This is an optimization exercise on Yosys and OpenROAD, whose aim is small area and a short achievable clock period, not a production implementation.
Only simulation tests tie the RTL to the original design; equivalence was not proved.
Power and IR drop assume default switching activity.

## flow/design.v (module list and top-level ports; edited modules follow where they fit)
// module Decoder_2_to_4_Unit: 39 lines
// module Arithmetic_Unit: 51 lines
// module Div_Unsigned: 36 lines
// module Mul_Booth: 979 lines
// module Logic_Unit: 46 lines
// module CMP_Unit: 57 lines
// module Shift_unit: 46 lines
// module ALU_Top: 68 lines
module ALU_Top #(parameter Data_In_Width = 16)
(
    input   wire            [Data_In_Width-1 : 0]    A ,
    input   wire            [Data_In_Width-1 : 0]    B ,
    input   wire                          [3 : 0]    ALU_FUN,
    input   wire                                     CLK,
    input   wire                                     RST,
    output  wire      [(2*Data_In_Width)-1 : 0]      Arith_OUT,
    output  wire                                     Arith_Flag,
    output  wire            [Data_In_Width-1 : 0]    Logic_OUT,
    output  wire                                     Logic_Flag,
    output  wire                          [1 : 0]    CMP_OUT,
    output  wire                                     CMP_Flag,
    output  wire            [Data_In_Width-1 : 0]    Shift_OUT,
    output  wire                                     Shift_Flag
);
  // ...
==> flow/run.sh <==
#!/bin/bash
# synth_recipe.tcl (not shown) runs the flow's synth.tcl, then flattens the netlist and writes it again
# the make line also repeats each setting of config.mk as NAME=value (left out here)
make -C /OpenROAD-flow-scripts/flow DESIGN_CONFIG=/design/flow/config.mk WORK_HOME=/design/flow/orfs CLKGATE_MAP_FILE= SYNTH_SCRIPT=/design/flow/synth_recipe.tcl finish
==> flow/config.mk <==
export PLATFORM = sky130hd
export DESIGN_NAME = ALU_Top
export DESIGN_NICKNAME = ALU_Top
export VERILOG_FILES = /design/flow/design.v
export SDC_FILE = /design/flow/constraint.sdc
export NUM_CORES = 4
export LEC_CHECK = 0
export ABC_AREA = 1
export CAP_MARGIN = 20
export CORE_MARGIN = 2
export CORE_UTILIZATION = 40
export SLEW_MARGIN = 20
==> flow/constraint.sdc <==
create_clock -name core_clock -period 85.0 [get_ports {CLK}]
set_input_delay 17.0000 -clock core_clock [delete_from_list [all_inputs] [get_ports {CLK}]]
set_output_delay 17.0000 -clock core_clock [all_outputs]
set_load 0.01 [all_outputs]
==> impl_metrics.yaml, run 1 <==
synthesis:
  synth-edff-count: 0
  synthAdderAreaFrac_pct: 30.69
  synth_cell_type_count: 61
  synth_xor_area_share_pct: 11.88
  synth_top_family_by_area: "adder cells"
  yosysMostFrequentCell: "nand2_1"
  yosysSeqAreaShare_pct: 9.665
  netlist.area_leader.share_pct: 16.22
cts:
  htreeDepth: 3
  root_buffer: "clkbuf_16"
  numCtsBuffers: 9
pwr:
  top_power_group: "combinational logic"
  pg_clk_uw: 43.2
  p_leak_uw: 0.01005
place:
  place.gp.congestion: 0.9430
  io_buffers: 107
cells_and_area:
  fin_area_sq_mm: 0.01999
  nClkBuffers: 11
  final_util_pct: 44.91
  finalNonFillerCells: 3089
  multi_input_area_share_pct: 72.44
  clock_area_share_pct: 1.627
grt:
  grt_max_degree: 71
  grt_overflow: 0
status:
  status: "timing/DRC/antenna clean"
sta:
  tightest_slew_ns: 1.002
worst_setup_path:
  crit_path_start_kind: "input port"
==> module Arithmetic_Unit, before the edit <==
module Arithmetic_Unit #(parameter Data_In_Width = 16)
(
    input   wire    signed  [Data_In_Width-1 : 0]    A_in ,
    input   wire    signed  [Data_In_Width-1 : 0]    B_in ,
    input   wire                          [3 : 0]    alu_fun,
    input   wire                                     CLK_in,
    input   wire                                     RST_in,
    input   wire                                     arith_En,
    output  reg         [(2*Data_In_Width)-1 : 0]    arith_out,
    output  reg                                      arith_flag
);
localparam N = Data_In_Width;
wire            sub = alu_fun[0];
wire [N : 0]    addsub = {A_in[N-1], A_in} + ({B_in[N-1], B_in} ^ {(N+1){sub}}) + {{N{1'b0}}, sub};
wire [2*N-1 : 0] prod;
Mul_Booth ins_mul (.a (A_in), .b (B_in), .p (prod));
wire [N-1 : 0]  quot;
Div_Unsigned #(.N(N)) ins_div (
    .a ((A_in[N-1]) ? (~A_in + 1'b1) : A_in),
    .b ((B_in[N-1]) ? (~B_in + 1'b1) : B_in),
    .q (quot)
);
wire            b_nz = |B_in;
wire            q_neg = A_in[N-1] ^ B_in[N-1];
wire [N : 0]    quot_s = q_neg ? (~{1'b0, quot} + 1'b1) : {1'b0, quot};
reg [2*N-1 : 0] arith_out_comb;
always @ (*)
    begin
        if (arith_En)
            case (alu_fun[1:0])
                2'b00, 2'b01 : arith_out_comb = {{(N-1){addsub[N]}}, addsub};
                2'b10        : arith_out_comb = prod;
                2'b11        : arith_out_comb = b_nz ? {{(N-1){quot_s[N]}}, quot_s} : {(2*N){1'b0}};
            endcase
        else
            arith_out_comb = {(2*N){1'b0}};
    end
always @ (posedge CLK_in or negedge RST_in)
    begin
        if (!RST_in)
            begin
               arith_out  <= {(2*N){1'b0}};
               arith_flag <= 1'b0;
            end
        else
            begin
                arith_out  <= arith_out_comb;
                arith_flag <= arith_En;
            end
    end
endmodule
==> module Div_Unsigned, before the edit <==
module Div_Unsigned #(parameter N = 16)
(
    input  wire [N-1 : 0] a,
    input  wire [N-1 : 0] b,
    output wire [N-1 : 0] q
);
wire [N-1 : 0] rem [0 : N];    
assign rem[N] = {N{1'b0}};
genvar k;
generate
    for (k = N-1; k >= 0; k = k - 1) begin : row
        localparam W = N - k;
        wire [W-1 : 0] t;
        wire [W : 0]   d;
        wire           b_hi_zero;
        if (W == 1) begin : first
            assign t = a[k];
            assign b_hi_zero = ~|b[N-1 : 1];
        end else begin : rest
            assign t = {rem[k+1][W-2 : 0], a[k]};
            if (W == N) begin : last
                assign b_hi_zero = 1'b1;
            end else begin : mid
                assign b_hi_zero = ~|b[N-1 : W];
            end
        end
        assign d = {1'b0, t} - {1'b0, b[W-1 : 0]};
        assign q[k] = b_hi_zero & ~d[W];
        if (W == N) begin : full
            assign rem[k] = q[k] ? d[W-1 : 0] : t;
        end else begin : part
            assign rem[k] = {{(N-W){1'b0}}, (q[k] ? d[W-1 : 0] : t)};
        end
    end
endgenerate
endmodule
==> inputs of run 2 (changes only) <==
--- a/flow/design.v
+++ b/flow/design.v
@@ -54,7 +54,7 @@
 wire [2*N-1 : 0] prod;
 Mul_Booth ins_mul (.a (A_in), .b (B_in), .p (prod));
 wire [N-1 : 0]  quot;
-Div_Unsigned #(.N(N)) ins_div (
+Div_Unsigned ins_div (
     .a ((A_in[N-1]) ? (~A_in + 1'b1) : A_in),
     .b ((B_in[N-1]) ? (~B_in + 1'b1) : B_in),
     .q (quot)
@@ -88,41 +88,1187 @@
             end
     end
 endmodule
-module Div_Unsigned #(parameter N = 16)
+module Div_Unsigned
 (
-    input  wire [N-1 : 0] a,
-    input  wire [N-1 : 0] b,
-    output wire [N-1 : 0] q
+    input  wire [15 : 0] a,
+    input  wire [15 : 0] b,
+    output wire [15 : 0] q
 );
-wire [N-1 : 0] rem [0 : N];    
-assign rem[N] = {N{1'b0}};
-genvar k;
-generate
-    for (k = N-1; k >= 0; k = k - 1) begin : row
-        localparam W = N - k;
-        wire [W-1 : 0] t;
-        wire [W : 0]   d;
-        wire           b_hi_zero;
-        if (W == 1) begin : first
-            assign t = a[k];
-            assign b_hi_zero = ~|b[N-1 : 1];
-        end else begin : rest
-            assign t = {rem[k+1][W-2 : 0], a[k]};
-            if (W == N) begin : last
-                assign b_hi_zero = 1'b1;
-            end else begin : mid
-                assign b_hi_zero = ~|b[N-1 : W];
-            end
-        end
-        assign d = {1'b0, t} - {1'b0, b[W-1 : 0]};
-        assign q[k] = b_hi_zero & ~d[W];
-        if (W == N) begin : full
-            assign rem[k] = q[k] ? d[W-1 : 0] : t;
-        end else begin : part
-            assign rem[k] = {{(N-W){1'b0}}, (q[k] ? d[W-1 : 0] : t)};
-        end
-    end
-endgenerate
+wire g15_0;
+wire p15_0;
+wire [0:0] r15;
+wire g14_0;
+wire p14_0;
+wire g14_1;
+wire p14_1;
+wire x14_g1;
+wire x14_p1;
+wire [1:0] r14;
+wire g13_0;
+wire p13_0;
+wire g13_1;
+wire p13_1;
+wire g13_2;
+wire p13_2;
+wire x13_g1;
+wire x13_p1;
+wire x13_g2;
+wire x13_p2;
+wire [2:0] r13;
+wire g12_0;
+wire p12_0;
+wire g12_1;
+wire p12_1;
+wire g12_2;
+wire p12_2;
+wire g12_3;
+wire p12_3;
+wire x12_g1;
+wire x12_p1;
+wire x12_g2;
+wire x12_p2;
+wire x12_g3;
+wire x12_p3;
+wire [3:0] r12;
+wire g11_0;
+wire p11_0;
+wire g11_1;
+wire p11_1;
+wire g11_2;
+wire p11_2;
+wire g11_3;
+wire p11_3;
+wire g11_4;
+wire p11_4;
+wire x11_g1;
+wire x11_p1;
+wire x11_g2;
+wire x11_p2;
+wire x11_g3;
+wire x11_p3;
+wire x11_g4;
+wire x11_p4;
+wire [4:0] r11;
+wire g10_0;
+wire p10_0;
+wire g10_1;
+wire p10_1;
+wire g10_2;
+wire p10_2;
+wire g10_3;
+wire p10_3;
+wire g10_4;
+wire p10_4;
+wire g10_5;
+wire p10_5;
+wire x10_g1;
+wire x10_p1;
+wire x10_g2;
+wire x10_p2;
+wire x10_g3;
+wire x10_p3;
+wire x10_g4;
+wire x10_p4;
+wire x10_g5;
+wire x10_p5;
+wire [5:0] r10;
+wire g9_0;
+wire p9_0;
+wire g9_1;
+wire p9_1;
+wire g9_2;
+wire p9_2;
+wire g9_3;
+wire p9_3;
+wire g9_4;
+wire p9_4;
+wire g9_5;
+wire p9_5;
+wire g9_6;
+wire p9_6;
+wire x9_g1;
+wire x9_p1;
+wire x9_g2;
+wire x9_p2;
+wire x9_g3;
+wire x9_p3;
+wire x9_g4;
+wire x9_p4;
+wire x9_g5;
+wire x9_p5;
+wire x9_g6;
+wire x9_p6;
+wire [6:0] r9;
+wire g8_0;
+wire p8_0;
+wire g8_1;
+wire p8_1;
+wire g8_2;
+wire p8_2;
+wire g8_3;
+wire p8_3;
+wire g8_4;
+wire p8_4;
+wire g8_5;
+wire p8_5;
+wire g8_6;
+wire p8_6;
+wire g8_7;
+wire p8_7;
+wire x8_g1;
+wire x8_p1;
+wire x8_g2;
+wire x8_p2;
+wire x8_g3;
+wire x8_p3;
+wire x8_g4;
+wire x8_p4;
+wire x8_g5;
+wire x8_p5;
+wire x8_g6;
+wire x8_p6;
+wire x8_g7;
+wire x8_p7;
+wire [7:0] r8;
+wire g7_0;
+wire p7_0;
+wire g7_1;
+wire p7_1;
+wire g7_2;
+wire p7_2;
+wire g7_3;
+wire p7_3;
+wire g7_4;
+wire p7_4;
+wire g7_5;
+wire p7_5;
+wire g7_6;
+wire p7_6;
+wire g7_7;
+wire p7_7;
+wire g7_8;
+wire p7_8;
+wire x7_g1;
+wire x7_p1;
+wire x7_g2;
+wire x7_p2;
+wire x7_g3;
+wire x7_p3;
+wire x7_g4;
+wire x7_p4;
+wire x7_g5;
+wire x7_p5;
+wire x7_g6;
+wire x7_p6;
+wire x7_g7;
+wire x7_p7;
+wire x7_g8;
+wire x7_p8;
+wire [8:0] r7;
+wire g6_0;
+wire p6_0;
+wire g6_1;
+wire p6_1;
+wire g6_2;
+wire p6_2;
+wire g6_3;
+wire p6_3;
+wire g6_4;
+wire p6_4;
+wire g6_5;
+wire p6_5;
+wire g6_6;
+wire p6_6;
+wire g6_7;
+wire p6_7;
+wire g6_8;
+wire p6_8;
+wire g6_9;
+wire p6_9;
+wire x6_g1;
+wire x6_p1;
+wire x6_g2;
+wire x6_p2;
+wire x6_g3;
+wire x6_p3;
+wire x6_g4;
+wire x6_p4;
+wire x6_g5;
+wire x6_p5;
+wire x6_g6;
+wire x6_p6;
+wire x6_g7;
+wire x6_p7;
+wire x6_g8;
+wire x6_p8;
+wire x6_g9;
+wire x6_p9;
+wire [9:0] r6;
+wire g5_0;
+wire p5_0;
+wire g5_1;
+wire p5_1;
+wire g5_2;
+wire p5_2;
+wire g5_3;
+wire p5_3;
+wire g5_4;
+wire p5_4;
+wire g5_5;
+wire p5_5;
+wire g5_6;
+wire p5_6;
+wire g5_7;
+wire p5_7;
+wire g5_8;
+wire p5_8;
+wire g5_9;
+wire p5_9;
+wire g5_10;
+wire p5_10;
+wire x5_g1;
+wire x5_p1;
+wire x5_g2;
+wire x5_p2;
+wire x5_g3;
+wire x5_p3;
+wire x5_g4;
+wire x5_p4;
+wire x5_g5;
+wire x5_p5;
+wire x5_g6;
+wire x5_p6;
+wire x5_g7;
+wire x5_p7;
+wire x5_g8;
+wire x5_p8;
+wire x5_g9;
+wire x5_p9;
+wire x5_g10;
+wire x5_p10;
+wire [10:0] r5;
+wire g4_0;
+wire p4_0;
+wire g4_1;
+wire p4_1;
+wire g4_2;
+wire p4_2;
+wire g4_3;
+wire p4_3;
+wire g4_4;
+wire p4_4;
+wire g4_5;
+wire p4_5;
+wire g4_6;
+wire p4_6;
+wire g4_7;
+wire p4_7;
+wire g4_8;
+wire p4_8;
+wire g4_9;
+wire p4_9;
+wire g4_10;
+wire p4_10;
+wire g4_11;
+wire p4_11;
+wire x4_g1;
+wire x4_p1;
+wire x4_g2;
+wire x4_p2;
+wire x4_g3;
+wire x4_p3;
+wire x4_g4;
+wire x4_p4;
+wire x4_g5;
+wire x4_p5;
+wire x4_g6;
+wire x4_p6;
+wire x4_g7;
+wire x4_p7;
+wire x4_g8;
+wire x4_p8;
+wire x4_g9;
+wire x4_p9;
+wire x4_g10;
+wire x4_p10;
+wire x4_g11;
+wire x4_p11;
+wire [11:0] r4;
+wire g3_0;
+wire p3_0;
+wire g3_1;
+wire p3_1;
+wire g3_2;
+wire p3_2;
+wire g3_3;
+wire p3_3;
+wire g3_4;
+wire p3_4;
+wire g3_5;
+wire p3_5;
+wire g3_6;
+wire p3_6;
+wire g3_7;
+wire p3_7;
+wire g3_8;
+wire p3_8;
+wire g3_9;
+wire p3_9;
+wire g3_10;
+wire p3_10;
+wire g3_11;
+wire p3_11;
+wire g3_12;
+wire p3_12;
+wire x3_g1;
+wire x3_p1;
+wire x3_g2;
+wire x3_p2;
+wire x3_g3;
+wire x3_p3;
+wire x3_g4;
+wire x3_p4;
+wire x3_g5;
+wire x3_p5;
+wire x3_g6;
+wire x3_p6;
+wire x3_g7;
+wire x3_p7;
+wire x3_g8;
+wire x3_p8;
+wire x3_g9;
+wire x3_p9;
+wire x3_g10;
+wire x3_p10;
+wire x3_g11;
+wire x3_p11;
+wire x3_g12;
+wire x3_p12;
+wire [12:0] r3;
+wire g2_0;
+wire p2_0;
+wire g2_1;
+wire p2_1;
+wire g2_2;
+wire p2_2;
+wire g2_3;
+wire p2_3;
+wire g2_4;
+wire p2_4;
+wire g2_5;
+wire p2_5;
+wire g2_6;
+wire p2_6;
+wire g2_7;
+wire p2_7;
+wire g2_8;
+wire p2_8;
+wire g2_9;
+wire p2_9;
+wire g2_10;
+wire p2_10;
+wire g2_11;
+wire p2_11;
+wire g2_12;
+wire p2_12;
+wire g2_13;
+wire p2_13;
+wire x2_g1;
+wire x2_p1;
+wire x2_g2;
+wire x2_p2;
+wire x2_g3;
+wire x2_p3;
+wire x2_g4;
+wire x2_p4;
+wire x2_g5;
+wire x2_p5;
+wire x2_g6;
+wire x2_p6;
+wire x2_g7;
+wire x2_p7;
+wire x2_g8;
+wire x2_p8;
+wire x2_g9;
+wire x2_p9;
+wire x2_g10;
+wire x2_p10;
+wire x2_g11;
+wire x2_p11;
+wire x2_g12;
+wire x2_p12;
+wire x2_g13;
+wire x2_p13;
+wire [13:0] r2;
+wire g1_0;
+wire p1_0;
+wire g1_1;
+wire p1_1;
+wire g1_2;
+wire p1_2;
+wire g1_3;
+wire p1_3;
+wire g1_4;
+wire p1_4;
+wire g1_5;
+wire p1_5;
+wire g1_6;
+wire p1_6;
+wire g1_7;
+wire p1_7;
+wire g1_8;
+wire p1_8;
+wire g1_9;
+wire p1_9;
+wire g1_10;
+wire p1_10;
+wire g1_11;
+wire p1_11;
+wire g1_12;
+wire p1_12;
+wire g1_13;
+wire p1_13;
+wire g1_14;
+wire p1_14;
+wire x1_g1;
+wire x1_p1;
+wire x1_g2;
+wire x1_p2;
+wire x1_g3;
+wire x1_p3;
+wire x1_g4;
+wire x1_p4;
+wire x1_g5;
+wire x1_p5;
+wire x1_g6;
+wire x1_p6;
+wire x1_g7;
+wire x1_p7;
+wire x1_g8;
+wire x1_p8;
+wire x1_g9;
+wire x1_p9;
+wire x1_g10;
+wire x1_p10;
+wire x1_g11;
+wire x1_p11;
+wire x1_g12;
+wire x1_p12;
+wire x1_g13;
+wire x1_p13;
+wire x1_g14;
+wire x1_p14;
+wire [14:0] r1;
+wire g0_0;
+wire p0_0;
+wire g0_1;
+wire p0_1;
+wire g0_2;
+wire p0_2;
+wire g0_3;
+wire p0_3;
+wire g0_4;
+wire p0_4;
+wire g0_5;
+wire p0_5;
+wire g0_6;
+wire p0_6;
+wire g0_7;
+wire p0_7;
+wire g0_8;
+wire p0_8;
+wire g0_9;
+wire p0_9;
+wire g0_10;
+wire p0_10;
+wire g0_11;
+wire p0_11;
+wire g0_12;
+wire p0_12;
+wire g0_13;
+wire p0_13;
+wire g0_14;
+wire p0_14;
+wire g0_15;
+wire p0_15;
+wire x0_g1;
+wire x0_p1;
+wire x0_g2;
+wire x0_p2;
+wire x0_g3;
+wire x0_p3;
+wire x0_g4;
+wire x0_p4;
+wire x0_g5;
+wire x0_p5;
+wire x0_g6;
+wire x0_p6;
+wire x0_g7;
+wire x0_p7;
+wire x0_g8;
+wire x0_p8;
+wire x0_g9;
+wire x0_p9;
+wire x0_g10;
+wire x0_p10;
+wire x0_g11;
+wire x0_p11;
+wire x0_g12;
+wire x0_p12;
+wire x0_g13;
+wire x0_p13;
+wire x0_g14;
+wire x0_p14;
+wire x0_g15;
+wire x0_p15;
+assign g15_0 = a[15] & ~b[0];
+assign p15_0 = a[15] | ~b[0];
+assign q[15] = p15_0 & ~|b[15:1];
+assign r15[0] = a[15] ^ (q[15] & ~(b[0] ^ 1'b1));
+assign g14_0 = a[14] & ~b[0];
+assign p14_0 = a[14] | ~b[0];
+assign g14_1 = r15[0] & ~b[1];
+assign p14_1 = r15[0] | ~b[1];
+assign x14_g1 = g14_1 | (p14_1 & p14_0);
+assign x14_p1 = p14_1 & p14_0;
+assign q[14] = x14_g1 & ~|b[15:2];
+assign r14[0] = a[14] ^ (q[14] & ~(b[0] ^ 1'b1));
+assign r14[1] = r15[0] ^ (q[14] & ~(b[1] ^ p14_0));
+assign g13_0 = a[13] & ~b[0];
+assign p13_0 = a[13] | ~b[0];
+assign g13_1 = r14[0] & ~b[1];
+assign p13_1 = r14[0] | ~b[1];
+assign g13_2 = r14[1] & ~b[2];
+assign p13_2 = r14[1] | ~b[2];
+assign x13_g1 = g13_1 | (p13_1 & p13_0);
+assign x13_p1 = p13_1 & p13_0;
+assign x13_g2 = g13_2 | (p13_2 & x13_g1);
+assign x13_p2 = p13_2 & x13_p1;
+assign q[13] = x13_g2 & ~|b[15:3];
+assign r13[0] = a[13] ^ (q[13] & ~(b[0] ^ 1'b1));
+assign r13[1] = r14[0] ^ (q[13] & ~(b[1] ^ p13_0));
+assign r13[2] = r14[1] ^ (q[13] & ~(b[2] ^ x13_g1));
+assign g12_0 = a[12] & ~b[0];
+assign p12_0 = a[12] | ~b[0];
+assign g12_1 = r13[0] & ~b[1];
+assign p12_1 = r13[0] | ~b[1];
+assign g12_2 = r13[1] & ~b[2];
+assign p12_2 = r13[1] | ~b[2];
+assign g12_3 = r13[2] & ~b[3];
+assign p12_3 = r13[2] | ~b[3];
+assign x12_g1 = g12_1 | (p12_1 & p12_0);
+assign x12_p1 = p12_1 & p12_0;
+assign x12_g2 = g12_2 | (p12_2 & x12_g1);
+assign x12_p2 = p12_2 & x12_p1;
+assign x12_g3 = g12_3 | (p12_3 & x12_g2);
+assign x12_p3 = p12_3 & x12_p2;
+assign q[12] = x12_g3 & ~|b[15:4];
+assign r12[0] = a[12] ^ (q[12] & ~(b[0] ^ 1'b1));
+assign r12[1] = r13[0] ^ (q[12] & ~(b[1] ^ p12_0));
+assign r12[2] = r13[1] ^ (q[12] & ~(b[2] ^ x12_g1));
+assign r12[3] = r13[2] ^ (q[12] & ~(b[3] ^ x12_g2));
+assign g11_0 = a[11] & ~b[0];
+assign p11_0 = a[11] | ~b[0];
+assign g11_1 = r12[0] & ~b[1];
+assign p11_1 = r12[0] | ~b[1];
+assign g11_2 = r12[1] & ~b[2];
+assign p11_2 = r12[1] | ~b[2];
+assign g11_3 = r12[2] & ~b[3];
+assign p11_3 = r12[2] | ~b[3];
+assign g11_4 = r12[3] & ~b[4];
+assign p11_4 = r12[3] | ~b[4];
+assign x11_g1 = g11_1 | (p11_1 & p11_0);
+assign x11_p1 = p11_1 & p11_0;
+assign x11_g2 = g11_2 | (p11_2 & x11_g1);
+assign x11_p2 = p11_2 & x11_p1;
+assign x11_g3 = g11_3 | (p11_3 & x11_g2);
+assign x11_p3 = p11_3 & x11_p2;
+assign x11_g4 = g11_4 | (p11_4 & x11_g3);
+assign x11_p4 = p11_4 & x11_p3;
+assign q[11] = x11_g4 & ~|b[15:5];
+assign r11[0] = a[11] ^ (q[11] & ~(b[0] ^ 1'b1));
+assign r11[1] = r12[0] ^ (q[11] & ~(b[1] ^ p11_0));
+assign r11[2] = r12[1] ^ (q[11] & ~(b[2] ^ x11_g1));
+assign r11[3] = r12[2] ^ (q[11] & ~(b[3] ^ x11_g2));
+assign r11[4] = r12[3] ^ (q[11] & ~(b[4] ^ x11_g3));
+assign g10_0 = a[10] & ~b[0];
+assign p10_0 = a[10] | ~b[0];
+assign g10_1 = r11[0] & ~b[1];
+assign p10_1 = r11[0] | ~b[1];
+assign g10_2 = r11[1] & ~b[2];
+assign p10_2 = r11[1] | ~b[2];
+assign g10_3 = r11[2] & ~b[3];
+assign p10_3 = r11[2] | ~b[3];
+assign g10_4 = r11[3] & ~b[4];
+assign p10_4 = r11[3] | ~b[4];
+assign g10_5 = r11[4] & ~b[5];
+assign p10_5 = r11[4] | ~b[5];
+assign x10_g1 = g10_1 | (p10_1 & p10_0);
+assign x10_p1 = p10_1 & p10_0;
+assign x10_g2 = g10_2 | (p10_2 & x10_g1);
+assign x10_p2 = p10_2 & x10_p1;
+assign x10_g3 = g10_3 | (p10_3 & x10_g2);
+assign x10_p3 = p10_3 & x10_p2;
+assign x10_g4 = g10_4 | (p10_4 & x10_g3);
+assign x10_p4 = p10_4 & x10_p3;
+assign x10_g5 = g10_5 | (p10_5 & x10_g4);
+assign x10_p5 = p10_5 & x10_p4;
+assign q[10] = x10_g5 & ~|b[15:6];
+assign r10[0] = a[10] ^ (q[10] & ~(b[0] ^ 1'b1));
+assign r10[1] = r11[0] ^ (q[10] & ~(b[1] ^ p10_0));
+assign r10[2] = r11[1] ^ (q[10] & ~(b[2] ^ x10_g1));
+assign r10[3] = r11[2] ^ (q[10] & ~(b[3] ^ x10_g2));
+assign r10[4] = r11[3] ^ (q[10] & ~(b[4] ^ x10_g3));
+assign r10[5] = r11[4] ^ (q[10] & ~(b[5] ^ x10_g4));
+assign g9_0 = a[9] & ~b[0];
+assign p9_0 = a[9] | ~b[0];
+assign g9_1 = r10[0] & ~b[1];
+assign p9_1 = r10[0] | ~b[1];
+assign g9_2 = r10[1] & ~b[2];
+assign p9_2 = r10[1] | ~b[2];
+assign g9_3 = r10[2] & ~b[3];
+assign p9_3 = r10[2] | ~b[3];
+assign g9_4 = r10[3] & ~b[4];
+assign p9_4 = r10[3] | ~b[4];
+assign g9_5 = r10[4] & ~b[5];
+assign p9_5 = r10[4] | ~b[5];
+assign g9_6 = r10[5] & ~b[6];
+assign p9_6 = r10[5] | ~b[6];
+assign x9_g1 = g9_1 | (p9_1 & p9_0);
+assign x9_p1 = p9_1 & p9_0;
+assign x9_g2 = g9_2 | (p9_2 & x9_g1);
+assign x9_p2 = p9_2 & x9_p1;
+assign x9_g3 = g9_3 | (p9_3 & x9_g2);
+assign x9_p3 = p9_3 & x9_p2;
+assign x9_g4 = g9_4 | (p9_4 & x9_g3);
+assign x9_p4 = p9_4 & x9_p3;
+assign x9_g5 = g9_5 | (p9_5 & x9_g4);
+assign x9_p5 = p9_5 & x9_p4;
+assign x9_g6 = g9_6 | (p9_6 & x9_g5);
+assign x9_p6 = p9_6 & x9_p5;
+assign q[9] = x9_g6 & ~|b[15:7];
+assign r9[0] = a[9] ^ (q[9] & ~(b[0] ^ 1'b1));
+assign r9[1] = r10[0] ^ (q[9] & ~(b[1] ^ p9_0));
+assign r9[2] = r10[1] ^ (q[9] & ~(b[2] ^ x9_g1));
+assign r9[3] = r10[2] ^ (q[9] & ~(b[3] ^ x9_g2));
+assign r9[4] = r10[3] ^ (q[9] & ~(b[4] ^ x9_g3));
+assign r9[5] = r10[4] ^ (q[9] & ~(b[5] ^ x9_g4));
+assign r9[6] = r10[5] ^ (q[9] & ~(b[6] ^ x9_g5));
+assign g8_0 = a[8] & ~b[0];
+assign p8_0 = a[8] | ~b[0];
+assign g8_1 = r9[0] & ~b[1];
+assign p8_1 = r9[0] | ~b[1];
+assign g8_2 = r9[1] & ~b[2];
+assign p8_2 = r9[1] | ~b[2];
+assign g8_3 = r9[2] & ~b[3];
+assign p8_3 = r9[2] | ~b[3];
+assign g8_4 = r9[3] & ~b[4];
+assign p8_4 = r9[3] | ~b[4];
+assign g8_5 = r9[4] & ~b[5];
+assign p8_5 = r9[4] | ~b[5];
+assign g8_6 = r9[5] & ~b[6];
+assign p8_6 = r9[5] | ~b[6];
+assign g8_7 = r9[6] & ~b[7];
+assign p8_7 = r9[6] | ~b[7];
+assign x8_g1 = g8_1 | (p8_1 & p8_0);
+assign x8_p1 = p8_1 & p8_0;
+assign x8_g2 = g8_2 | (p8_2 & x8_g1);
+assign x8_p2 = p8_2 & x8_p1;
+assign x8_g3 = g8_3 | (p8_3 & x8_g2);
+assign x8_p3 = p8_3 & x8_p2;
+assign x8_g4 = g8_4 | (p8_4 & x8_g3);
+assign x8_p4 = p8_4 & x8_p3;
+assign x8_g5 = g8_5 | (p8_5 & x8_g4);
+assign x8_p5 = p8_5 & x8_p4;
+assign x8_g6 = g8_6 | (p8_6 & x8_g5);
+assign x8_p6 = p8_6 & x8_p5;
+assign x8_g7 = g8_7 | (p8_7 & x8_g6);
+assign x8_p7 = p8_7 & x8_p6;
+assign q[8] = x8_g7 & ~|b[15:8];
+assign r8[0] = a[8] ^ (q[8] & ~(b[0] ^ 1'b1));
+assign r8[1] = r9[0] ^ (q[8] & ~(b[1] ^ p8_0));
+assign r8[2] = r9[1] ^ (q[8] & ~(b[2] ^ x8_g1));
+assign r8[3] = r9[2] ^ (q[8] & ~(b[3] ^ x8_g2));
+assign r8[4] = r9[3] ^ (q[8] & ~(b[4] ^ x8_g3));
+assign r8[5] = r9[4] ^ (q[8] & ~(b[5] ^ x8_g4));
+assign r8[6] = r9[5] ^ (q[8] & ~(b[6] ^ x8_g5));
+assign r8[7] = r9[6] ^ (q[8] & ~(b[7] ^ x8_g6));
+assign g7_0 = a[7] & ~b[0];
+assign p7_0 = a[7] | ~b[0];
+assign g7_1 = r8[0] & ~b[1];
+assign p7_1 = r8[0] | ~b[1];
+assign g7_2 = r8[1] & ~b[2];
+assign p7_2 = r8[1] | ~b[2];
+assign g7_3 = r8[2] & ~b[3];
+assign p7_3 = r8[2] | ~b[3];
+assign g7_4 = r8[3] & ~b[4];
+assign p7_4 = r8[3] | ~b[4];
+assign g7_5 = r8[4] & ~b[5];
+assign p7_5 = r8[4] | ~b[5];
+assign g7_6 = r8[5] & ~b[6];
+assign p7_6 = r8[5] | ~b[6];
+assign g7_7 = r8[6] & ~b[7];
+assign p7_7 = r8[6] | ~b[7];
+assign g7_8 = r8[7] & ~b[8];
+assign p7_8 = r8[7] | ~b[8];
+assign x7_g1 = g7_1 | (p7_1 & p7_0);
+assign x7_p1 = p7_1 & p7_0;
+assign x7_g2 = g7_2 | (p7_2 & x7_g1);
+assign x7_p2 = p7_2 & x7_p1;
+assign x7_g3 = g7_3 | (p7_3 & x7_g2);
+assign x7_p3 = p7_3 & x7_p2;
+assign x7_g4 = g7_4 | (p7_4 & x7_g3);
+assign x7_p4 = p7_4 & x7_p3;
+assign x7_g5 = g7_5 | (p7_5 & x7_g4);
+assign x7_p5 = p7_5 & x7_p4;
+assign x7_g6 = g7_6 | (p7_6 & x7_g5);
+assign x7_p6 = p7_6 & x7_p5;
+assign x7_g7 = g7_7 | (p7_7 & x7_g6);
+assign x7_p7 = p7_7 & x7_p6;
+assign x7_g8 = g7_8 | (p7_8 & x7_g7);
+assign x7_p8 = p7_8 & x7_p7;
+assign q[7] = x7_g8 & ~|b[15:9];
+assign r7[0] = a[7] ^ (q[7] & ~(b[0] ^ 1'b1));
+assign r7[1] = r8[0] ^ (q[7] & ~(b[1] ^ p7_0));
+assign r7[2] = r8[1] ^ (q[7] & ~(b[2] ^ x7_g1));
+assign r7[3] = r8[2] ^ (q[7] & ~(b[3] ^ x7_g2));
+assign r7[4] = r8[3] ^ (q[7] & ~(b[4] ^ x7_g3));
+assign r7[5] = r8[4] ^ (q[7] & ~(b[5] ^ x7_g4));
+assign r7[6] = r8[5] ^ (q[7] & ~(b[6] ^ x7_g5));
+assign r7[7] = r8[6] ^ (q[7] & ~(b[7] ^ x7_g6));
+assign r7[8] = r8[7] ^ (q[7] & ~(b[8] ^ x7_g7));
+assign g6_0 = a[6] & ~b[0];
+assign p6_0 = a[6] | ~b[0];
+assign g6_1 = r7[0] & ~b[1];
+assign p6_1 = r7[0] | ~b[1];
+assign g6_2 = r7[1] & ~b[2];
+assign p6_2 = r7[1] | ~b[2];
+assign g6_3 = r7[2] & ~b[3];
+assign p6_3 = r7[2] | ~b[3];
+assign g6_4 = r7[3] & ~b[4];
+assign p6_4 = r7[3] | ~b[4];
+assign g6_5 = r7[4] & ~b[5];
+assign p6_5 = r7[4] | ~b[5];
+assign g6_6 = r7[5] & ~b[6];
+assign p6_6 = r7[5] | ~b[6];
+assign g6_7 = r7[6] & ~b[7];
+assign p6_7 = r7[6] | ~b[7];
+assign g6_8 = r7[7] & ~b[8];
+assign p6_8 = r7[7] | ~b[8];
+assign g6_9 = r7[8] & ~b[9];
+assign p6_9 = r7[8] | ~b[9];
+assign x6_g1 = g6_1 | (p6_1 & p6_0);
+assign x6_p1 = p6_1 & p6_0;
+assign x6_g2 = g6_2 | (p6_2 & x6_g1);
+assign x6_p2 = p6_2 & x6_p1;
+assign x6_g3 = g6_3 | (p6_3 & x6_g2);
+assign x6_p3 = p6_3 & x6_p2;
+assign x6_g4 = g6_4 | (p6_4 & x6_g3);
+assign x6_p4 = p6_4 & x6_p3;
+assign x6_g5 = g6_5 | (p6_5 & x6_g4);
+assign x6_p5 = p6_5 & x6_p4;
+assign x6_g6 = g6_6 | (p6_6 & x6_g5);
+assign x6_p6 = p6_6 & x6_p5;
+assign x6_g7 = g6_7 | (p6_7 & x6_g6);
+assign x6_p7 = p6_7 & x6_p6;
+assign x6_g8 = g6_8 | (p6_8 & x6_g7);
+assign x6_p8 = p6_8 & x6_p7;
+assign x6_g9 = g6_9 | (p6_9 & x6_g8);
+assign x6_p9 = p6_9 & x6_p8;
+assign q[6] = x6_g9 & ~|b[15:10];
+assign r6[0] = a[6] ^ (q[6] & ~(b[0] ^ 1'b1));
+assign r6[1] = r7[0] ^ (q[6] & ~(b[1] ^ p6_0));
+assign r6[2] = r7[1] ^ (q[6] & ~(b[2] ^ x6_g1));
+assign r6[3] = r7[2] ^ (q[6] & ~(b[3] ^ x6_g2));
+assign r6[4] = r7[3] ^ (q[6] & ~(b[4] ^ x6_g3));
+assign r6[5] = r7[4] ^ (q[6] & ~(b[5] ^ x6_g4));
+assign r6[6] = r7[5] ^ (q[6] & ~(b[6] ^ x6_g5));
+assign r6[7] = r7[6] ^ (q[6] & ~(b[7] ^ x6_g6));
+assign r6[8] = r7[7] ^ (q[6] & ~(b[8] ^ x6_g7));
+assign r6[9] = r7[8] ^ (q[6] & ~(b[9] ^ x6_g8));
+assign g5_0 = a[5] & ~b[0];
+assign p5_0 = a[5] | ~b[0];
+assign g5_1 = r6[0] & ~b[1];
+assign p5_1 = r6[0] | ~b[1];
+assign g5_2 = r6[1] & ~b[2];
+assign p5_2 = r6[1] | ~b[2];
+assign g5_3 = r6[2] & ~b[3];
+assign p5_3 = r6[2] | ~b[3];
+assign g5_4 = r6[3] & ~b[4];
+assign p5_4 = r6[3] | ~b[4];
+assign g5_5 = r6[4] & ~b[5];
+assign p5_5 = r6[4] | ~b[5];
+assign g5_6 = r6[5] & ~b[6];
+assign p5_6 = r6[5] | ~b[6];
+assign g5_7 = r6[6] & ~b[7];
+assign p5_7 = r6[6] | ~b[7];
+assign g5_8 = r6[7] & ~b[8];
+assign p5_8 = r6[7] | ~b[8];
+assign g5_9 = r6[8] & ~b[9];
+assign p5_9 = r6[8] | ~b[9];
+assign g5_10 = r6[9] & ~b[10];
+assign p5_10 = r6[9] | ~b[10];
+assign x5_g1 = g5_1 | (p5_1 & p5_0);
+assign x5_p1 = p5_1 & p5_0;
+assign x5_g2 = g5_2 | (p5_2 & x5_g1);
+assign x5_p2 = p5_2 & x5_p1;
+assign x5_g3 = g5_3 | (p5_3 & x5_g2);
+assign x5_p3 = p5_3 & x5_p2;
+assign x5_g4 = g5_4 | (p5_4 & x5_g3);
+assign x5_p4 = p5_4 & x5_p3;
+assign x5_g5 = g5_5 | (p5_5 & x5_g4);
+assign x5_p5 = p5_5 & x5_p4;
+assign x5_g6 = g5_6 | (p5_6 & x5_g5);
+assign x5_p6 = p5_6 & x5_p5;
+assign x5_g7 = g5_7 | (p5_7 & x5_g6);
+assign x5_p7 = p5_7 & x5_p6;
+assign x5_g8 = g5_8 | (p5_8 & x5_g7);
+assign x5_p8 = p5_8 & x5_p7;
+assign x5_g9 = g5_9 | (p5_9 & x5_g8);
+assign x5_p9 = p5_9 & x5_p8;
+assign x5_g10 = g5_10 | (p5_10 & x5_g9);
+assign x5_p10 = p5_10 & x5_p9;
+assign q[5] = x5_g10 & ~|b[15:11];
+assign r5[0] = a[5] ^ (q[5] & ~(b[0] ^ 1'b1));
+assign r5[1] = r6[0] ^ (q[5] & ~(b[1] ^ p5_0));
+assign r5[2] = r6[1] ^ (q[5] & ~(b[2] ^ x5_g1));
+assign r5[3] = r6[2] ^ (q[5] & ~(b[3] ^ x5_g2));
+assign r5[4] = r6[3] ^ (q[5] & ~(b[4] ^ x5_g3));
+assign r5[5] = r6[4] ^ (q[5] & ~(b[5] ^ x5_g4));
+assign r5[6] = r6[5] ^ (q[5] & ~(b[6] ^ x5_g5));
+assign r5[7] = r6[6] ^ (q[5] & ~(b[7] ^ x5_g6));
+assign r5[8] = r6[7] ^ (q[5] & ~(b[8] ^ x5_g7));
+assign r5[9] = r6[8] ^ (q[5] & ~(b[9] ^ x5_g8));
+assign r5[10] = r6[9] ^ (q[5] & ~(b[10] ^ x5_g9));
+assign g4_0 = a[4] & ~b[0];
+assign p4_0 = a[4] | ~b[0];
+assign g4_1 = r5[0] & ~b[1];
+assign p4_1 = r5[0] | ~b[1];
+assign g4_2 = r5[1] & ~b[2];
+assign p4_2 = r5[1] | ~b[2];
+assign g4_3 = r5[2] & ~b[3];
+assign p4_3 = r5[2] | ~b[3];
+assign g4_4 = r5[3] & ~b[4];
+assign p4_4 = r5[3] | ~b[4];
+assign g4_5 = r5[4] & ~b[5];
+assign p4_5 = r5[4] | ~b[5];
+assign g4_6 = r5[5] & ~b[6];
+assign p4_6 = r5[5] | ~b[6];
+assign g4_7 = r5[6] & ~b[7];
+assign p4_7 = r5[6] | ~b[7];
+assign g4_8 = r5[7] & ~b[8];
+assign p4_8 = r5[7] | ~b[8];
+assign g4_9 = r5[8] & ~b[9];
+assign p4_9 = r5[8] | ~b[9];
+assign g4_10 = r5[9] & ~b[10];
+assign p4_10 = r5[9] | ~b[10];
+assign g4_11 = r5[10] & ~b[11];
+assign p4_11 = r5[10] | ~b[11];
+assign x4_g1 = g4_1 | (p4_1 & p4_0);
+assign x4_p1 = p4_1 & p4_0;
+assign x4_g2 = g4_2 | (p4_2 & x4_g1);
+assign x4_p2 = p4_2 & x4_p1;
+assign x4_g3 = g4_3 | (p4_3 & x4_g2);
+assign x4_p3 = p4_3 & x4_p2;
+assign x4_g4 = g4_4 | (p4_4 & x4_g3);
+assign x4_p4 = p4_4 & x4_p3;
+assign x4_g5 = g4_5 | (p4_5 & x4_g4);
+assign x4_p5 = p4_5 & x4_p4;
+assign x4_g6 = g4_6 | (p4_6 & x4_g5);
+assign x4_p6 = p4_6 & x4_p5;
+assign x4_g7 = g4_7 | (p4_7 & x4_g6);
+assign x4_p7 = p4_7 & x4_p6;
+assign x4_g8 = g4_8 | (p4_8 & x4_g7);
+assign x4_p8 = p4_8 & x4_p7;
+assign x4_g9 = g4_9 | (p4_9 & x4_g8);
+assign x4_p9 = p4_9 & x4_p8;
+assign x4_g10 = g4_10 | (p4_10 & x4_g9);
+assign x4_p10 = p4_10 & x4_p9;
+assign x4_g11 = g4_11 | (p4_11 & x4_g10);
+assign x4_p11 = p4_11 & x4_p10;
+assign q[4] = x4_g11 & ~|b[15:12];
+assign r4[0] = a[4] ^ (q[4] & ~(b[0] ^ 1'b1));
+assign r4[1] = r5[0] ^ (q[4] & ~(b[1] ^ p4_0));
+assign r4[2] = r5[1] ^ (q[4] & ~(b[2] ^ x4_g1));
+assign r4[3] = r5[2] ^ (q[4] & ~(b[3] ^ x4_g2));
+assign r4[4] = r5[3] ^ (q[4] & ~(b[4] ^ x4_g3));
+assign r4[5] = r5[4] ^ (q[4] & ~(b[5] ^ x4_g4));
+assign r4[6] = r5[5] ^ (q[4] & ~(b[6] ^ x4_g5));
+assign r4[7] = r5[6] ^ (q[4] & ~(b[7] ^ x4_g6));
+assign r4[8] = r5[7] ^ (q[4] & ~(b[8] ^ x4_g7));
+assign r4[9] = r5[8] ^ (q[4] & ~(b[9] ^ x4_g8));
+assign r4[10] = r5[9] ^ (q[4] & ~(b[10] ^ x4_g9));
+assign r4[11] = r5[10] ^ (q[4] & ~(b[11] ^ x4_g10));
+assign g3_0 = a[3] & ~b[0];
+assign p3_0 = a[3] | ~b[0];
+assign g3_1 = r4[0] & ~b[1];
+assign p3_1 = r4[0] | ~b[1];
+assign g3_2 = r4[1] & ~b[2];
+assign p3_2 = r4[1] | ~b[2];
+assign g3_3 = r4[2] & ~b[3];
+assign p3_3 = r4[2] | ~b[3];
+assign g3_4 = r4[3] & ~b[4];
+assign p3_4 = r4[3] | ~b[4];
+assign g3_5 = r4[4] & ~b[5];
+assign p3_5 = r4[4] | ~b[5];
+assign g3_6 = r4[5] & ~b[6];
+assign p3_6 = r4[5] | ~b[6];
+assign g3_7 = r4[6] & ~b[7];
+assign p3_7 = r4[6] | ~b[7];
+assign g3_8 = r4[7] & ~b[8];
+assign p3_8 = r4[7] | ~b[8];
+assign g3_9 = r4[8] & ~b[9];
+assign p3_9 = r4[8] | ~b[9];
+assign g3_10 = r4[9] & ~b[10];
+assign p3_10 = r4[9] | ~b[10];
+assign g3_11 = r4[10] & ~b[11];
+assign p3_11 = r4[10] | ~b[11];
+assign g3_12 = r4[11] & ~b[12];
+assign p3_12 = r4[11] | ~b[12];
+assign x3_g1 = g3_1 | (p3_1 & p3_0);
+assign x3_p1 = p3_1 & p3_0;
+assign x3_g2 = g3_2 | (p3_2 & x3_g1);
+assign x3_p2 = p3_2 & x3_p1;
+assign x3_g3 = g3_3 | (p3_3 & x3_g2);
+assign x3_p3 = p3_3 & x3_p2;
+assign x3_g4 = g3_4 | (p3_4 & x3_g3);
+assign x3_p4 = p3_4 & x3_p3;
+assign x3_g5 = g3_5 | (p3_5 & x3_g4);
+assign x3_p5 = p3_5 & x3_p4;
+assign x3_g6 = g3_6 | (p3_6 & x3_g5);
+assign x3_p6 = p3_6 & x3_p5;
+assign x3_g7 = g3_7 | (p3_7 & x3_g6);
+assign x3_p7 = p3_7 & x3_p6;
+assign x3_g8 = g3_8 | (p3_8 & x3_g7);
+assign x3_p8 = p3_8 & x3_p7;
+assign x3_g9 = g3_9 | (p3_9 & x3_g8);
+assign x3_p9 = p3_9 & x3_p8;
+assign x3_g10 = g3_10 | (p3_10 & x3_g9);
+assign x3_p10 = p3_10 & x3_p9;
+assign x3_g11 = g3_11 | (p3_11 & x3_g10);
+assign x3_p11 = p3_11 & x3_p10;
+assign x3_g12 = g3_12 | (p3_12 & x3_g11);
+assign x3_p12 = p3_12 & x3_p11;
+assign q[3] = x3_g12 & ~|b[15:13];
+assign r3[0] = a[3] ^ (q[3] & ~(b[0] ^ 1'b1));
+assign r3[1] = r4[0] ^ (q[3] & ~(b[1] ^ p3_0));
+assign r3[2] = r4[1] ^ (q[3] & ~(b[2] ^ x3_g1));
+assign r3[3] = r4[2] ^ (q[3] & ~(b[3] ^ x3_g2));
+assign r3[4] = r4[3] ^ (q[3] & ~(b[4] ^ x3_g3));
+assign r3[5] = r4[4] ^ (q[3] & ~(b[5] ^ x3_g4));
+assign r3[6] = r4[5] ^ (q[3] & ~(b[6] ^ x3_g5));
+assign r3[7] = r4[6] ^ (q[3] & ~(b[7] ^ x3_g6));
+assign r3[8] = r4[7] ^ (q[3] & ~(b[8] ^ x3_g7));
+assign r3[9] = r4[8] ^ (q[3] & ~(b[9] ^ x3_g8));
+assign r3[10] = r4[9] ^ (q[3] & ~(b[10] ^ x3_g9));
+assign r3[11] = r4[10] ^ (q[3] & ~(b[11] ^ x3_g10));
+assign r3[12] = r4[11] ^ (q[3] & ~(b[12] ^ x3_g11));
+assign g2_0 = a[2] & ~b[0];
+assign p2_0 = a[2] | ~b[0];
+assign g2_1 = r3[0] & ~b[1];
+assign p2_1 = r3[0] | ~b[1];
+assign g2_2 = r3[1] & ~b[2];
+assign p2_2 = r3[1] | ~b[2];
+assign g2_3 = r3[2] & ~b[3];
+assign p2_3 = r3[2] | ~b[3];
+assign g2_4 = r3[3] & ~b[4];
+assign p2_4 = r3[3] | ~b[4];
+assign g2_5 = r3[4] & ~b[5];
+assign p2_5 = r3[4] | ~b[5];
+assign g2_6 = r3[5] & ~b[6];
+assign p2_6 = r3[5] | ~b[6];
+assign g2_7 = r3[6] & ~b[7];
+assign p2_7 = r3[6] | ~b[7];
+assign g2_8 = r3[7] & ~b[8];
+assign p2_8 = r3[7] | ~b[8];
+assign g2_9 = r3[8] & ~b[9];
+assign p2_9 = r3[8] | ~b[9];
+assign g2_10 = r3[9] & ~b[10];
+assign p2_10 = r3[9] | ~b[10];
+assign g2_11 = r3[10] & ~b[11];
+assign p2_11 = r3[10] | ~b[11];
+assign g2_12 = r3[11] & ~b[12];
+assign p2_12 = r3[11] | ~b[12];
+assign g2_13 = r3[12] & ~b[13];
+assign p2_13 = r3[12] | ~b[13];
+assign x2_g1 = g2_1 | (p2_1 & p2_0);
+assign x2_p1 = p2_1 & p2_0;
+assign x2_g2 = g2_2 | (p2_2 & x2_g1);
+assign x2_p2 = p2_2 & x2_p1;
+assign x2_g3 = g2_3 | (p2_3 & x2_g2);
+assign x2_p3 = p2_3 & x2_p2;
+assign x2_g4 = g2_4 | (p2_4 & x2_g3);
+assign x2_p4 = p2_4 & x2_p3;
+assign x2_g5 = g2_5 | (p2_5 & x2_g4);
+assign x2_p5 = p2_5 & x2_p4;
+assign x2_g6 = g2_6 | (p2_6 & x2_g5);
+assign x2_p6 = p2_6 & x2_p5;
+assign x2_g7 = g2_7 | (p2_7 & x2_g6);
+assign x2_p7 = p2_7 & x2_p6;
+assign x2_g8 = g2_8 | (p2_8 & x2_g7);
+assign x2_p8 = p2_8 & x2_p7;
+assign x2_g9 = g2_9 | (p2_9 & x2_g8);
+assign x2_p9 = p2_9 & x2_p8;
+assign x2_g10 = g2_10 | (p2_10 & x2_g9);
+assign x2_p10 = p2_10 & x2_p9;
+assign x2_g11 = g2_11 | (p2_11 & x2_g10);
+assign x2_p11 = p2_11 & x2_p10;
+assign x2_g12 = g2_12 | (p2_12 & x2_g11);
+assign x2_p12 = p2_12 & x2_p11;
+assign x2_g13 = g2_13 | (p2_13 & x2_g12);
+assign x2_p13 = p2_13 & x2_p12;
+assign q[2] = x2_g13 & ~|b[15:14];
+assign r2[0] = a[2] ^ (q[2] & ~(b[0] ^ 1'b1));
+assign r2[1] = r3[0] ^ (q[2] & ~(b[1] ^ p2_0));
+assign r2[2] = r3[1] ^ (q[2] & ~(b[2] ^ x2_g1));
+assign r2[3] = r3[2] ^ (q[2] & ~(b[3] ^ x2_g2));
+assign r2[4] = r3[3] ^ (q[2] & ~(b[4] ^ x2_g3));
+assign r2[5] = r3[4] ^ (q[2] & ~(b[5] ^ x2_g4));
+assign r2[6] = r3[5] ^ (q[2] & ~(b[6] ^ x2_g5));
+assign r2[7] = r3[6] ^ (q[2] & ~(b[7] ^ x2_g6));
+assign r2[8] = r3[7] ^ (q[2] & ~(b[8] ^ x2_g7));
+assign r2[9] = r3[8] ^ (q[2] & ~(b[9] ^ x2_g8));
+assign r2[10] = r3[9] ^ (q[2] & ~(b[10] ^ x2_g9));
+assign r2[11] = r3[10] ^ (q[2] & ~(b[11] ^ x2_g10));
+assign r2[12] = r3[11] ^ (q[2] & ~(b[12] ^ x2_g11));
+assign r2[13] = r3[12] ^ (q[2] & ~(b[13] ^ x2_g12));
+assign g1_0 = a[1] & ~b[0];
+assign p1_0 = a[1] | ~b[0];
+assign g1_1 = r2[0] & ~b[1];
+assign p1_1 = r2[0] | ~b[1];
+assign g1_2 = r2[1] & ~b[2];
+assign p1_2 = r2[1] | ~b[2];
+assign g1_3 = r2[2] & ~b[3];
+assign p1_3 = r2[2] | ~b[3];
+assign g1_4 = r2[3] & ~b[4];
+assign p1_4 = r2[3] | ~b[4];
+assign g1_5 = r2[4] & ~b[5];
+assign p1_5 = r2[4] | ~b[5];
+assign g1_6 = r2[5] & ~b[6];
+assign p1_6 = r2[5] | ~b[6];
+assign g1_7 = r2[6] & ~b[7];
+assign p1_7 = r2[6] | ~b[7];
+assign g1_8 = r2[7] & ~b[8];
+assign p1_8 = r2[7] | ~b[8];
+assign g1_9 = r2[8] & ~b[9];
+assign p1_9 = r2[8] | ~b[9];
+assign g1_10 = r2[9] & ~b[10];
+assign p1_10 = r2[9] | ~b[10];
+assign g1_11 = r2[10] & ~b[11];
+assign p1_11 = r2[10] | ~b[11];
+assign g1_12 = r2[11] & ~b[12];
+assign p1_12 = r2[11] | ~b[12];
+assign g1_13 = r2[12] & ~b[13];
+assign p1_13 = r2[12] | ~b[13];
+assign g1_14 = r2[13] & ~b[14];
+assign p1_14 = r2[13] | ~b[14];
+assign x1_g1 = g1_1 | (p1_1 & p1_0);
+assign x1_p1 = p1_1 & p1_0;
+assign x1_g2 = g1_2 | (p1_2 & x1_g1);
+assign x1_p2 = p1_2 & x1_p1;
+assign x1_g3 = g1_3 | (p1_3 & x1_g2);
+assign x1_p3 = p1_3 & x1_p2;
+assign x1_g4 = g1_4 | (p1_4 & x1_g3);
+assign x1_p4 = p1_4 & x1_p3;
+assign x1_g5 = g1_5 | (p1_5 & x1_g4);
+assign x1_p5 = p1_5 & x1_p4;
+assign x1_g6 = g1_6 | (p1_6 & x1_g5);
+assign x1_p6 = p1_6 & x1_p5;
+assign x1_g7 = g1_7 | (p1_7 & x1_g6);
+assign x1_p7 = p1_7 & x1_p6;
+assign x1_g8 = g1_8 | (p1_8 & x1_g7);
+assign x1_p8 = p1_8 & x1_p7;
+assign x1_g9 = g1_9 | (p1_9 & x1_g8);
+assign x1_p9 = p1_9 & x1_p8;
+assign x1_g10 = g1_10 | (p1_10 & x1_g9);
+assign x1_p10 = p1_10 & x1_p9;
+assign x1_g11 = g1_11 | (p1_11 & x1_g10);
+assign x1_p11 = p1_11 & x1_p10;
+assign x1_g12 = g1_12 | (p1_12 & x1_g11);
+assign x1_p12 = p1_12 & x1_p11;
+assign x1_g13 = g1_13 | (p1_13 & x1_g12);
+assign x1_p13 = p1_13 & x1_p12;
+assign x1_g14 = g1_14 | (p1_14 & x1_g13);
+assign x1_p14 = p1_14 & x1_p13;
+assign q[1] = x1_g14 & ~|b[15:15];
+assign r1[0] = a[1] ^ (q[1] & ~(b[0] ^ 1'b1));
+assign r1[1] = r2[0] ^ (q[1] & ~(b[1] ^ p1_0));
+assign r1[2] = r2[1] ^ (q[1] & ~(b[2] ^ x1_g1));
+assign r1[3] = r2[2] ^ (q[1] & ~(b[3] ^ x1_g2));
+assign r1[4] = r2[3] ^ (q[1] & ~(b[4] ^ x1_g3));
+assign r1[5] = r2[4] ^ (q[1] & ~(b[5] ^ x1_g4));
+assign r1[6] = r2[5] ^ (q[1] & ~(b[6] ^ x1_g5));
+assign r1[7] = r2[6] ^ (q[1] & ~(b[7] ^ x1_g6));
+assign r1[8] = r2[7] ^ (q[1] & ~(b[8] ^ x1_g7));
+assign r1[9] = r2[8] ^ (q[1] & ~(b[9] ^ x1_g8));
+assign r1[10] = r2[9] ^ (q[1] & ~(b[10] ^ x1_g9));
+assign r1[11] = r2[10] ^ (q[1] & ~(b[11] ^ x1_g10));
+assign r1[12] = r2[11] ^ (q[1] & ~(b[12] ^ x1_g11));
+assign r1[13] = r2[12] ^ (q[1] & ~(b[13] ^ x1_g12));
+assign r1[14] = r2[13] ^ (q[1] & ~(b[14] ^ x1_g13));
+assign g0_0 = a[0] & ~b[0];
+assign p0_0 = a[0] | ~b[0];
+assign g0_1 = r1[0] & ~b[1];
+assign p0_1 = r1[0] | ~b[1];
+assign g0_2 = r1[1] & ~b[2];
+assign p0_2 = r1[1] | ~b[2];
+assign g0_3 = r1[2] & ~b[3];
+assign p0_3 = r1[2] | ~b[3];
+assign g0_4 = r1[3] & ~b[4];
+assign p0_4 = r1[3] | ~b[4];
+assign g0_5 = r1[4] & ~b[5];
+assign p0_5 = r1[4] | ~b[5];
+assign g0_6 = r1[5] & ~b[6];
+assign p0_6 = r1[5] | ~b[6];
+assign g0_7 = r1[6] & ~b[7];
+assign p0_7 = r1[6] | ~b[7];
+assign g0_8 = r1[7] & ~b[8];
+assign p0_8 = r1[7] | ~b[8];
+assign g0_9 = r1[8] & ~b[9];
+assign p0_9 = r1[8] | ~b[9];
+assign g0_10 = r1[9] & ~b[10];
+assign p0_10 = r1[9] | ~b[10];
+assign g0_11 = r1[10] & ~b[11];
+assign p0_11 = r1[10] | ~b[11];
+assign g0_12 = r1[11] & ~b[12];
+assign p0_12 = r1[11] | ~b[12];
+assign g0_13 = r1[12] & ~b[13];
+assign p0_13 = r1[12] | ~b[13];
+assign g0_14 = r1[13] & ~b[14];
+assign p0_14 = r1[13] | ~b[14];
+assign g0_15 = r1[14] & ~b[15];
+assign p0_15 = r1[14] | ~b[15];
+assign x0_g1 = g0_1 | (p0_1 & p0_0);
+assign x0_p1 = p0_1 & p0_0;
+assign x0_g2 = g0_2 | (p0_2 & x0_g1);
+assign x0_p2 = p0_2 & x0_p1;
+assign x0_g3 = g0_3 | (p0_3 & x0_g2);
+assign x0_p3 = p0_3 & x0_p2;
+assign x0_g4 = g0_4 | (p0_4 & x0_g3);
+assign x0_p4 = p0_4 & x0_p3;
+assign x0_g5 = g0_5 | (p0_5 & x0_g4);
+assign x0_p5 = p0_5 & x0_p4;
+assign x0_g6 = g0_6 | (p0_6 & x0_g5);
+assign x0_p6 = p0_6 & x0_p5;
+assign x0_g7 = g0_7 | (p0_7 & x0_g6);
+assign x0_p7 = p0_7 & x0_p6;
+assign x0_g8 = g0_8 | (p0_8 & x0_g7);
+assign x0_p8 = p0_8 & x0_p7;
+assign x0_g9 = g0_9 | (p0_9 & x0_g8);
+assign x0_p9 = p0_9 & x0_p8;
+assign x0_g10 = g0_10 | (p0_10 & x0_g9);
+assign x0_p10 = p0_10 & x0_p9;
+assign x0_g11 = g0_11 | (p0_11 & x0_g10);
+assign x0_p11 = p0_11 & x0_p10;
+assign x0_g12 = g0_12 | (p0_12 & x0_g11);
+assign x0_p12 = p0_12 & x0_p11;
+assign x0_g13 = g0_13 | (p0_13 & x0_g12);
+assign x0_p13 = p0_13 & x0_p12;
+assign x0_g14 = g0_14 | (p0_14 & x0_g13);
+assign x0_p14 = p0_14 & x0_p13;
+assign x0_g15 = g0_15 | (p0_15 & x0_g14);
+assign x0_p15 = p0_15 & x0_p14;
+assign q[0] = x0_g15 & 1'b1;
 endmodule
 module Mul_Booth
 (
==> impl_metrics.yaml, run 2 <==
status:
  status: "timing/DRC/antenna clean"
detailed_routing:
  vias_per_cell: 5.550
  drc: 0
  first_pass_iters: 5
  avgRoutedWirePerCell_um: 19.79
  ant_nets: 0
  vias: 19035
  first_iter_violations: 1783
  wirelength_um: 67880
synthesis:
  synth_cell_type_count: 69
  synth-main-ff-cell: "dfrtp_1"
  ys_ff_latch: 70
  netlist_top_cells_area: "fa_1 (12%), xor2_1 (11%), nand2_1 (10%), dfrtp_1 (9.2%), inv_1 (7.6%)"
  synth-edff-count: 0
  yosys.area.top_type: "fa_1"
  yosysMostFrequentCell: "nand2_1"
  yosysSeqAreaShare_pct: 9.212
  async_reset_ff_share_pct: 100.0
  netlist.area_leader.share_pct: 12.32
  syn-num-nets: 3052
  synth.cell_area_sq_mm: 0.01902
  synthTopCellsByCount: "nand2_1 (530), inv_1 (384), xor2_1 (240)"
  synth_warnings: 5
  netlist_instances: 2796
  syn_area_per_cell_sq_um: 6.801
sta:
  maxSlewHeadroom_pct: 37.87
  fmax_mhz: 26.03
  tightest_slew_ns: 0.9309
  slew_viol_final: 0
  fin_crit_ns: 38.41
  hold_violations: 0
  finalSetupViolCount: 0
  rsz0062_at_grt: "false"
  post-route-period-util_pct: 45.19
  setup_tns_ns: 0
floorplan:
  initial_core_util_pct: 40.67
  dieArea_sq_mm: 0.04930
  coreArea_sq_mm: 0.04675
  die_w_um: 222.0
  rows: 79
  io_pins: 108
  fp.dieH_um: 222.0
worst_hold_path:
  hp-class: "in2async"
cts:
  postCtsSetupBuffers: 0
  cts_tree: "yes"
  cts_hold_buffers: 0
  clock_path_buffers: 2
  clock_sinks: 70
  cts_resized: 0
  root_buffer: "clkbuf_16"
  numCtsBuffers: 9
  htreeDepth: 3
  path_clk_slew_ns: 0.06
grt:
  track_usage_pct: 27.35
  grt_pass1_wl_um: 106000
  grt_overflow: 0
  grt_max_degree: 71
  grt_antenna_before_repair: 1
  grt_pass1_vias: 18744
pwr:
  comb_power_share_pct: 85.8
  powerDensity_mw_per_mm2: 25.50
  ir_drop_mv: 0.05264
  pwr-share-seq_pct: 7.3
  p_switching_uw: 297.3
  p_leak_uw: 0.01024
  p_int_uw: 227.3
  finalPower_uw: 524.7
  clkPwrFrac_pct: 6.9
  netSwitchingFraction_pct: 56.67
cells_and_area:
  n_fill_cell: 4803
  regMostFlops: "ins_Arithmetic_Unit.arith_out"
  syn2layout_area_growth_pct: 8.205
  finalNetCount: 3073
  layout_commonest_cell: "nand2_1"
  drive_gt1_share_pct: 12.62
  largest_register_ffs: 32
  reg_top3: "ins_Arithmetic_Unit.arith_out x32, ins_Logic_unit.logic_out x16, ins_Shift_Unit.shift_out x16"
  most-common-layout-cells: "nand2_1 (530), inv_1 (384), xor2_1 (238), nor2_1 (174), nand3_1 (172)"
worst_setup_path:
  crit_top_cell: "nand3_2"
  crit_path_start_kind: "input port"
  critPathMaxStageDelay_ns: 0.57
  cp.arrival_ns: 38.64
  required_ns: 85.22
  critPathBufInv: 22
  crit_type: "in2reg"
  slowest_stage: "inv_2"
  worst_setup_path_end_kind: "register"
  path_delay_family: "simple AND/OR/NAND/NOR gates"
  crit_fanout: 26
flow_run:
  max_cap_viol_count: 0
place:
  place.gp.congestion: 0.9592
  io_buffers: 107
  dp_hpwl_um: 51110
-- run 2: cell types whose count changed after synthesis, moves of 31 or more --
cell	previous run	this run
nand2_1	364	530
ha_1	235	101
nand3_1	71	172
nor2_1	83	174
a21oi_1	203	132
nand3_2	20	76
nand4_1	12	61
nand2_2	24	68
inv_1	344	384
inv_2	18	52
o21bai_1	36	4
o21ai_0	147	116
-- run 2: final cells by class --
cell class	count	area, sq um	area share [%]
Sequential cell	70	1752	8.513
Clock inverter	7	57.56	0.2797
Tap cell	607	759.5	3.691
Multi-Input combinational cell	2132	14630	71.12
Clock buffer	9	225.2	1.095
Antenna cell	1	2.502	0.01216
Inverter	462	1826	8.872
Timing Repair Buffer	142	1321	6.421
-- run 2: final timing paths --
check,to,cells past startpoint,start
max in group asynchronous,ins_Arithmetic_Unit.arith_out[15]$_DFF_PN0_,1,RST
min in group core_clock,ins_CMP_Unit.cmp_flag$_DFF_PN0_,3,ALU_FUN[3]
setup / recovery,ins_Arithmetic_Unit.arith_out[25]$_DFF_PN0_,189,B[1]
hold / removal,ins_Arithmetic_Unit.arith_out[21]$_DFF_PN0_,1,RST
-- run 2: per-layer routing --
layer	up-vias	GRT usage [%]	routed length (um)
li1	9050	-	-
met1	9017	37.03	29210
met2	810	43.64	30450
met3	158	4.744	5744
met4	0	9.939	2469
met5	-	0	0
-- run 2: metrics by stage --
stage,instances,worst slack [ns],util (%),area [sq um],hold WS (ns)
final,3430,46.59,44.01,20580,16.74
after global routing,3429,44.34,44.00,20570,16.82
after CTS,3429,46.72,44.00,20570,16.78
after detailed placement,3413,46.43,43.40,20290,17.16
after global placement,3413,46.98,43.40,20290,17.14
after floorplan,2796,50.52,-,19020,16.70
-- run 2: power groups by stage --
stage	sequential (uW)	combinational [uW]	clock [uW]
2_1_floorplan	41.0	270	0
3_3_place_gp	39.0	452	0
3_5_place_dp	38.9	453	0
4_1_cts	38.4	455	37.2
5_1_grt	38.7	497	38.6
6_report	38.4	450	36.2
-- run 2: logic make-up (layout without fill, tap and decap cells) --
logic type,Yosys count,after routing,share of synthesized area [%]
xor gates and xnor gates,247,247,11.42
DFF,70,70,9.212
adders and majority gates,218,218,18.96
other,0,1,0
buffers and inverters,594,620,13.95
AOI/OAI and AO/OA,458,458,13.73
and+or+nand+nor,1208,1208,32.68
muxes,1,1,0.05921
==> inputs of run 3 (changes only) <==
--- a/flow/config.mk
+++ b/flow/config.mk
@@ -8,5 +8,6 @@
 export ABC_AREA = 1
 export CAP_MARGIN = 20
 export CORE_MARGIN = 2
-export CORE_UTILIZATION = 40
+export CORE_UTILIZATION = 65
+export PLACE_DENSITY = 0.8
 export SLEW_MARGIN = 20
==> impl_metrics.yaml, run 3 <==
pwr:
  ir_drop_mv: 0.1430
  p_int_uw: 237.4
  powerDensity_mw_per_mm2: 27.65
  finalPower_uw: 560.7
  clkPwrFrac_pct: 6.8
cells_and_area:
  syn2layout_area_growth_pct: 6.632
  finalNetCount: 3069
  n_fill_cell: 2469
  reg_top3: "ins_Arithmetic_Unit.arith_out x32, ins_Logic_unit.logic_out x16, ins_Shift_Unit.shift_out x16"
  largest_register_ffs: 32
  regMostFlops: "ins_Arithmetic_Unit.arith_out"
cts:
  cts_tree: "yes"
  root_buffer: "clkbuf_16"
  numCtsBuffers: 9
  postCtsSetupBuffers: 0
detailed_routing:
  first_pass_iters: 7
  drc: 0
  avgRoutedWirePerCell_um: 20.60
  first_iter_violations: 2376
sta:
  post-route-period-util_pct: 45.22
  maxSlewHeadroom_pct: 34.50
  fmax_mhz: 26.02
  hold_violations: 0
  slew_viol_final: 0
  fin_crit_ns: 38.44
synthesis:
  synth_mux_area_share_pct: 0.05922
  syn_area_per_cell_sq_um: 6.801
  synth-simple-area-share_pct: 32.68
  synth_top_family_by_area: "simple AND/OR/NAND/NOR gates"
  netlist_top_cells_area: "fa_1 (12%), xor2_1 (11%), nand2_1 (10%), dfrtp_1 (9.2%), inv_1 (7.6%)"
  synth-edff-count: 0
  netlist_instances: 2796
  yosysMostFrequentCell: "nand2_1"
  synth_xor_area_share_pct: 11.42
grt:
  grt_pass1_wl_um: 102600
  track_usage_pct: 42.61
worst_setup_path:
  cp.arrival_ns: 38.62
  worst_setup_path_end_kind: "register"
  crit_type: "in2reg"
  required_ns: 85.18
  slowest_stage: "clkdlybuf4s50_1"
  crit_top_cell: "nand3_2"
status:
  status: "timing/DRC/antenna clean"
floorplan:
  fp.dieH_um: 175.0
  die_w_um: 175.0
  io_pins: 108
  initial_core_util_pct: 66.07
  dieArea_sq_mm: 0.03064
worst_hold_path:
  hp-class: "in2async"
-- run 3: cell counts after synthesis --
Identical to the previous run, type by type.
-- run 3: cells by family after synthesis --
kind of cell | count (synthesis)
XOR/XNOR | 247
multiplexers | 1
AND/OR/NAND/NOR | 1208
adder cells (fa/ha/maj) | 218
buffers and inverters | 594
AO/OA/AOI/OAI | 458
flip-flops | 70
-- run 3: worst max path at each step --
| stage | to | startpoint | depth (start not counted) | slack [ns] |
|---|---|---|---|---|
| 2_1_floorplan | ins_Arithmetic_Unit.arith_out[21]$_DFF_PN0_ | B[11] | 191 | 50.52 |
| 3_3_place_gp | ins_Arithmetic_Unit.arith_out[18]$_DFF_PN0_ | B[10] | 189 | 47.60 |
| 3_5_place_dp | ins_Arithmetic_Unit.arith_out[19]$_DFF_PN0_ | B[0] | 195 | 46.83 |
| 4_1_cts | ins_Arithmetic_Unit.arith_out[19]$_DFF_PN0_ | B[1] | 195 | 47.09 |
| 5_1_grt | ins_Arithmetic_Unit.arith_out[21]$_DFF_PN0_ | B[1] | 196 | 44.57 |
| 6_report | ins_Arithmetic_Unit.arith_out[19]$_DFF_PN0_ | B[8] | 197 | 46.56 |
-- run 3: layout make-up --
class / count / area [sq um] / share of cell area [%]
inverters: 462 / 1826 / 9.003
multi-input cells: 2132 / 14640 / 72.18
well taps: 384 / 480.5 / 2.369
clock buffers: 9 / 225.2 / 1.111
flip-flops and latches: 70 / 1752 / 8.639
diodes: 1 / 2.502 / 0.01234
repair buffers: 138 / 1294 / 6.380
clock inverters: 7 / 61.31 / 0.3024
-- run 3: power by group through the flow --
| stage | sequential, uW | clock [uW] | combinational, uW |
|---|---|---|---|
| 6_report | 38.8 | 38.1 | 484 |
| 5_1_grt | 39.1 | 39.5 | 514 |
| 4_1_cts | 38.8 | 38.0 | 473 |
| 3_5_place_dp | 39.2 | 0 | 471 |
| 3_3_place_gp | 39.4 | 0 | 466 |
| 2_1_floorplan | 41.0 | 0 | 270 |
-- run 3: worst max-delay path: cells and delay by family --
| family | cells | cell delay [ns] |
|---|---|---|
| AND/OR/NAND/NOR | 164 | 16.25 |
| adder cells (fa/ha/maj) | 2 | 0.51 |
| AO/OA/AOI/OAI | 6 | 0.74 |
| buffers and inverters | 24 | 3.67 |
| XOR/XNOR | 1 | 0.31 |
-- run 3: metrics by stage --
stage | std cells | hold WS [ns] | area (sq um) | setup WS, ns | util [%]
floorplan | 2796 | 16.70 | 19020 | 50.52 | -
global placement | 3186 | 17.26 | 19980 | 47.60 | 69.44
detailed placement | 3186 | 17.27 | 19980 | 46.83 | 69.44
CTS | 3202 | 16.92 | 20270 | 47.09 | 70.43
global route | 3202 | 16.96 | 20270 | 44.57 | 70.45
finish | 3203 | 16.88 | 20280 | 46.56 | 70.45
-- run 3: routing by layer --
layer / GRT usage [%] / share of wire [%] / vias to the layer above
met5: 0 / 0 / -
met4: 29.03 / 7.8 / 0
met3: 9.552 / 12 / 390
met2: 68.69 / 45 / 1355
met1: 50.75 / 35 / 9134
li1: - / - / 9062
